Background: an optimization exercise with open tools, aiming at small area and a short achievable clock period. Do not read the settings as production practice. Only simulation tests tie the RTL to the original design; equivalence was not proved.

==> flow/design.v (excerpt) <==
module FilterPipe (
    input  wire         clk,
    input  wire         rst,
    input  wire         in_valid,
    input  wire [2:0]   op_code,
    input  wire [1:0]   matrix_size,
    input  wire [199:0] matrix_a,
    input  wire [199:0] matrix_b,
    input  wire [199:0] matrix_c,
    output reg          out_valid,
    output reg  [7:0]   result
);
    wire m2 = matrix_size[1] | matrix_size[0];
    wire m3 = matrix_size[1];
    wire m4 = matrix_size[1] & matrix_size[0];
    wire [199:0] am;
    genvar e;
    generate
        for (e = 0; e < 25; e = e + 1) begin : g_mask
            localparam integer R = e / 5;
            localparam integer C = e % 5;
            localparam integer MX = (R > C) ? R : C;
            if (MX <= 1) begin : g_all
                assign am[8*e +: 8] = matrix_a[8*e +: 8];
            end else if (MX == 2) begin : g_2
                assign am[8*e +: 8] = matrix_a[8*e +: 8] & {8{m2}};
            end else if (MX == 3) begin : g_3
                assign am[8*e +: 8] = matrix_a[8*e +: 8] & {8{m3}};
  ...
==> flow/config.mk <==
export PLATFORM = sky130hd
export DESIGN_NAME = FilterPipe
export DESIGN_NICKNAME = FilterPipe
export VERILOG_FILES = /design/flow/design.v
export SDC_FILE = /design/flow/constraint.sdc
export NUM_CORES = 8
export LEC_CHECK = 0
export CAP_MARGIN = 20
export CELL_PAD_IN_SITES_DETAIL_PLACEMENT = 1
export CORE_MARGIN = 2
export CORE_UTILIZATION = 40
export CTS_CLUSTER_DIAMETER = 60
export CTS_CLUSTER_SIZE = 20
export PLACE_DENSITY_LB_ADDON = 0.1
export SLEW_MARGIN = 20
export SYNTH_HIERARCHICAL = 1
==> flow/constraint.sdc <==
create_clock -name core_clock -period 190.0 [get_ports {clk}]
set_input_delay 38.0000 -clock core_clock [delete_from_list [all_inputs] [get_ports {clk}]]
set_output_delay 38.0000 -clock core_clock [all_outputs]
set_load 0.01 [all_outputs]
standard.sh (not shown) runs the stock make flow with config.mk's settings and CLKGATE_MAP_FILE= SYNTH_SCRIPT=/design/flow/synth_recipe.tcl, a recipe that flattens the netlist after the stock synthesis.
==> flow/flow/run.sh <==
#!/bin/bash
# The standard layout (the standard.sh: ORFS synthesis to finish), with the
# port buffers that global placement inserts made sky130_fd_sc_hd__buf_1 cells
# instead of the cell buffer_ports picks by default.
set -euo pipefail
export BUFFER_PORTS_ARGS="-buffer_cell sky130_fd_sc_hd__buf_1"
bash standard.sh finish > standard.log 2>&1
The starting point finished clean.
Rerun with:
==> flow/flow/run.sh (replaced) <==
#!/bin/bash
# The standard layout (the standard.sh: ORFS from synthesis to finish) with
# two changes: the buffers that ABC inserted are removed at floorplan
# (REMOVE_ABC_BUFFERS=1, as global placement is not timing driven here), and
# the port buffers that global placement inserts are sky130_fd_sc_hd__buf_1.
# make's output goes to standard.log; ORFS keeps each step's log under orfs/logs.
set -euo pipefail
export BUFFER_PORTS_ARGS="-buffer_cell sky130_fd_sc_hd__buf_1"
bash standard.sh REMOVE_ABC_BUFFERS=1 finish > standard.log 2>&1
- GPL_TIMING_DRIVEN: default -> 0
Outcome:
- The new run completed without violations
- wire length falls slightly
- hold slack is worse by 0.025 ns
- synthesized cell count does not change
- setup slack is better by 0.044 ns
- area after synthesis does not change
- sequential share of layout area rises by 0.22 points
Rerun with:
==> flow/flow/run.sh (replaced) <==
#!/bin/bash
# The standard layout (the standard.sh: ORFS synthesis to finish), with the
# port buffers that global placement inserts made sky130_fd_sc_hd__buf_1 cells
# instead of the cell buffer_ports picks by default.
set -euo pipefail
export BUFFER_PORTS_ARGS="-buffer_cell sky130_fd_sc_hd__buf_1"
bash standard.sh finish > standard.log 2>&1
- CELL_PAD_IN_SITES_DETAIL_PLACEMENT: 1 -> default
- CORE_UTILIZATION: 40 -> 30
- GPL_TIMING_DRIVEN: 0 -> default
After rerunning: Cell area goes up by about 3%; sequential cell count does not change; via count goes down by 2.0%; clock skew goes up by 0.0043 ns.
Rerun with:
==> flow/flow/run.sh (replaced) <==
#!/bin/bash
# The standard layout (the standard.sh: ORFS from synthesis to finish) with
# three changes:
#  - ABC maps the logic for a load of 1 (ABC_LOAD_IN_FF=1) instead of the
#    platform's 5, so it does not upsize the small AOI cells it maps;
#  - the buffers that ABC inserted are removed at floorplan
#    (REMOVE_ABC_BUFFERS=1, as global placement is not timing driven here);
#  - the port buffers that global placement inserts are sky130_fd_sc_hd__buf_1.
# make's output goes to standard.log; ORFS keeps each step's log under orfs/logs.
set -euo pipefail
export BUFFER_PORTS_ARGS="-buffer_cell sky130_fd_sc_hd__buf_1"
bash standard.sh ABC_LOAD_IN_FF=1 REMOVE_ABC_BUFFERS=1 finish > standard.log 2>&1
- CELL_PAD_IN_SITES_DETAIL_PLACEMENT: default -> 1
- CORE_UTILIZATION: 30 -> 40
- CTS_CLUSTER_DIAMETER: 60 -> 80
- CTS_CLUSTER_SIZE: 20 -> 30
- GPL_TIMING_DRIVEN: default -> 0
After rerunning: Core utilization is higher by 9.6 points; setup slack degrades by 0.013 ns; cell count shrinks by 11%; worst hold slack is better by 0.015 ns; design area shrinks by 4.2%; count of clock-buffer cells in the layout decreases by 23.

## port drivers added, routing unchanged
No port has a modelled driver above. Below, the same layouts with a new extraction and two added sets of constraints. Step 1: set_driving_cell puts a clkbuf_16 on clk and a buf_2 on each other input, an assumption about the parent block. Step 2 adds t to the input delays and takes it off the output delays; t is the mean of the earliest and latest rising clock arrival at the registers after step 1. Input paths then give back, and output paths get back, about the clock's delay inside the block. a / b / c = ideal ports / drivers / drivers and shift; a / b = the first two.
run	t (ns)	setup slack, ns	worst setup path after step 2	worst register clock-pin slew, ns	worst data-port slew with drivers (ns)
the first run	0.851	150.741 / 150.633 / 150.163	input to register	0.08 / 0.08	0.10
the second run	0.813	150.785 / 150.679 / 150.358	input to register	0.08 / 0.08	0.11
the third run	0.853	150.762 / 150.663 / 149.996	input to register	0.08 / 0.08	0.10
the fourth run	0.776	150.749 / 150.643 / 150.344	input to register	0.11 / 0.11	0.13
After both steps setup and hold are still met in every run listed. The setup slack of the third run, which loses most, moves by -0.099 ns with the drivers and by -0.766 ns with both steps.
